From an optimization exercise on the open Yosys and OpenROAD flow, aimed at small area and a short achievable clock period; shortcuts taken in it are not production practice. Where RTL was checked, it was by simulation tests only, not by an equivalence proof against the original.

==> flow/design.v <==
`timescale 1ns / 1ps
module lab4_2( 
              input wire      mode,
              input wire[2:0] opCode,
              input wire[3:0] value,
              input clk,
              input reset,
              output reg[9:0] result,
              output reg cacheFull,
              output reg invalidOp,
              output reg overflow);
	reg [9:0] p1;
	reg [5:0] i;
	reg [5:0] size;
	reg [3:0] offset;
	reg [2:0] ops  [0:31];
	reg [3:0] vals [0:31];
	wire load_ok = ~mode & ~(opCode[1] & opCode[0]) & ~size[5];
	always @(posedge clk) begin
		if (load_ok) begin
			ops[size[4:0]]  <= opCode;
			vals[size[4:0]] <= value;
		end
	end
	wire       valid = size[5] | (i[4:0] < size[4:0]);
	wire [2:0] op = valid ? ops[i[4:0]]  : 3'b000;
	wire [3:0] v  = valid ? vals[i[4:0]] : 4'b0000;
	wire is_add2 = (op == 3'b001);
	wire is_fma  = (op == 3'b010);
	wire is_setr = (op == 3'b110);
	wire [10:0] a11 = {1'b0, result};
	wire [11:0] b12 = {2'b00, p1};
	reg  [10:0] rows [0:5];
	reg  [10:0] negs;
	integer k, w;
	reg one, two, neg, bm;
	reg [10:0] mg;
	always @(*) begin
		negs = 11'd0;
		for (k = 0; k < 6; k = k + 1) begin
			bm = (k == 0) ? 1'b0 : b12[2*k-1];
			one = b12[2*k] ^ bm;
			two = (b12[2*k+1] & ~b12[2*k] & ~bm) | (~b12[2*k+1] & b12[2*k] & bm);
			neg = b12[2*k+1];
			mg = one ? a11 : two ? {a11[9:0], 1'b0} : 11'd0;
			mg = (mg ^ {11{neg}}) << (2*k);
			rows[k] = mg;
			negs[2*k] = neg;
		end
	end
	wire [10:0] tf = rows[0] + rows[1] + rows[2] + rows[3] + rows[4] + rows[5] + negs + {7'd0, v};
	reg big;
	integer m;
	always @(*) begin
		big = 1'b0;
		for (m = 1; m < 10; m = m + 1)
			big = big | ((|(result >> m)) & (|(p1 >> (10 - m))));
	end
	wire [11:0] sadd = {2'b00, result} + (is_add2 ? {2'b00, p1} : 12'd0) + {8'd0, v};
	wire [9:0]  sum = is_fma ? tf[9:0] : sadd[9:0];
	wire        ovf = is_fma ? (big | tf[10]) : (sadd[11] | sadd[10]);
	reg [3:0] popc;
	integer q;
	always @(*) begin
		popc = 4'd0;
		for (q = 0; q < 10; q = q + 1) popc = popc + result[q];
	end
	wire [9:0] brev = {result[0], result[1], result[2], result[3], result[4],
	                   result[5], result[6], result[7], result[8], result[9]};
	wire [9:0] res_new = op[2] ? (op[0] ? brev : {6'd0, popc}) : sum[9:0];
	wire       ovf_new = op[2] ? 1'b0 : ovf;
	wire [3:0] off_new = is_setr ? v : offset;
	wire [5:0] i_inc = i + 6'd1;
	wire [5:0] i_new = (i_inc == size) ? {2'b00, off_new} : i_inc;
	always @(posedge clk or posedge reset) begin
		if (reset) begin
			result <= 10'd0; p1 <= 10'd0; i <= 6'd0; size <= 6'd0; offset <= 4'd0;
			cacheFull <= 1'b0; invalidOp <= 1'b0; overflow <= 1'b0;
		end else if (~mode) begin
			overflow <= 1'b0;
			invalidOp <= opCode[1] & opCode[0];
			if (~(opCode[1] & opCode[0])) begin
				if (size[5]) cacheFull <= 1'b1;
				else size <= size + 6'd1;
			end
		end else begin
			invalidOp <= 1'b0;
			offset <= off_new;
			i <= i_new;
			if (!is_setr) begin
				result <= res_new;
				overflow <= ovf_new;
				p1 <= result;
			end
		end
	end
endmodule
clock: 8.0 ns
lec_check: 0
cap_margin: 20
core_margin: 2
core_utilization: 40
setup_slack_margin: 5
slew_margin: 20
run.sh (not shown) runs the stock make flow with config.mk's settings and CLKGATE_MAP_FILE= SYNTH_SCRIPT=/design/flow/synth_recipe.tcl, a recipe that flattens the netlist after the stock synthesis.
Then changed:
==> flow/design.v (replaced) <==
`timescale 1ns / 1ps
module lab4_2( 
              input wire      mode,
              input wire[2:0] opCode,
              input wire[3:0] value,
              input clk,
              input reset,
              output reg[9:0] result,
              output reg cacheFull,
              output reg invalidOp,
              output reg overflow);
	reg [9:0] p1;
	reg [5:0] i;
	reg [5:0] size;
	reg [3:0] offset;
	reg [2:0] ops  [0:31];
	reg [3:0] vals [0:31];
	reg [2:0] op;
	reg [3:0] v;
	wire in_ok   = ~(opCode[1] & opCode[0]);
	wire load_ok = ~mode & in_ok & ~size[5];
	always @(posedge clk) begin
		if (load_ok) begin
			ops[size[4:0]]  <= opCode;
			vals[size[4:0]] <= value;
		end
	end
	wire is_add2 = ~op[2] & op[0];
	wire is_fma  = ~op[2] & op[1];
	wire is_setr = op[2] & op[1];
	wire [11:0] sadd = {2'b00, result} + (is_add2 ? {2'b00, p1} : 12'd0) + {8'd0, v};
	wire [10:0] a11 = {1'b0, result};
	wire [11:0] b12 = {2'b00, p1};
	reg  [10:0] rows [0:5];
	reg  [10:0] negs;
	integer k;
	reg one, two, neg, bm;
	reg [10:0] mg;
	always @(*) begin
		negs = 11'd0;
		for (k = 0; k < 6; k = k + 1) begin
			bm = (k == 0) ? 1'b0 : b12[2*k-1];
			one = b12[2*k] ^ bm;
			two = (b12[2*k+1] & ~b12[2*k] & ~bm) | (~b12[2*k+1] & b12[2*k] & bm);
			neg = b12[2*k+1];
			mg = one ? a11 : two ? {a11[9:0], 1'b0} : 11'd0;
			rows[k] = (mg ^ {11{neg}}) << (2*k);
			negs[2*k] = neg;
		end
	end
	wire [10:0] tf = rows[0] + rows[1] + rows[2] + rows[3] + rows[4] + rows[5] + negs + {7'd0, v};
	reg big;
	integer m;
	always @(*) begin
		big = 1'b0;
		for (m = 1; m < 10; m = m + 1)
			big = big | ((|(result >> m)) & (|(p1 >> (10 - m))));
	end
	reg [3:0] popc;
	integer q;
	always @(*) begin
		popc = 4'd0;
		for (q = 0; q < 10; q = q + 1) popc = popc + result[q];
	end
	wire [9:0] brev = {result[0], result[1], result[2], result[3], result[4],
	                   result[5], result[6], result[7], result[8], result[9]};
	wire [9:0] res_new = op[2] ? (op[0] ? brev : {6'd0, popc}) :
	                     is_fma ? tf[9:0] : sadd[9:0];
	wire       ovf_new = ~op[2] & (is_fma ? (big | tf[10]) : (sadd[11] | sadd[10]));
	wire [3:0] off_new = is_setr ? v : offset;
	wire [5:0] i_inc = i + 6'd1;
	wire [5:0] i_new = (i_inc == size) ? {2'b00, off_new} : i_inc;
	wire       f_valid = size[5] | (i_new[4:0] < size[4:0]);
	wire [2:0] f_op = f_valid ? ops[i_new[4:0]]  : 3'b000;
	wire [3:0] f_v  = f_valid ? vals[i_new[4:0]] : 4'b0000;
	always @(posedge clk or posedge reset) begin
		if (reset) begin
			result <= 10'd0; p1 <= 10'd0; i <= 6'd0; size <= 6'd0; offset <= 4'd0;
			cacheFull <= 1'b0; invalidOp <= 1'b0; overflow <= 1'b0;
			op <= 3'b000; v <= 4'b0000;
		end else if (~mode) begin
			overflow <= 1'b0;
			invalidOp <= ~in_ok;
			if (in_ok) begin
				if (size[5]) cacheFull <= 1'b1;
				else size <= size + 6'd1;
			end
			if (load_ok && i[4:0] == size[4:0]) begin
				op <= opCode;
				v <= value;
			end
		end else begin
			invalidOp <= 1'b0;
			offset <= off_new;
			i <= i_new;
			op <= f_op;
			v <= f_v;
			if (!is_setr) begin
				result <= res_new;
				overflow <= ovf_new;
				p1 <= result;
			end
		end
	end
endmodule
Result: Final area increases by 10%; global-route usage increases by 2.5 points; core utilization increases by 1.9 points; wire length increases by 20%; via count increases by 21%; synthesized cell count increases by 19%; maximum frequency increases by 24%.
The RTL of the first run of this note was laid out without a check of its function.

[static timing again, ports no longer ideal]
The flow's constraints put no driver on any port. The routed layouts listed below were extracted and timed again, unchanged, in two steps. Step 1, drivers: a clkbuf_16 drives clk and a buf_2 each remaining input, both assumed. Step 2 also shifts input and output timing later by t, the mid clock arrival at the registers, as if the neighbouring blocks saw the same clock. a / b / c = ideal / step 1 / step 2; a / b = the first two.
| run | shift t [ns] | slack for setup (ns) | cell pins on the clock port's net |
|---|---|---|---|
| the first run | 0.597 | 3.079 / 3.079 / 3.079 | 1 |
| the second run | 0.603 | 4.025 / 4.025 / 4.025 | 1 |
After both steps setup and hold are still met in every run listed.
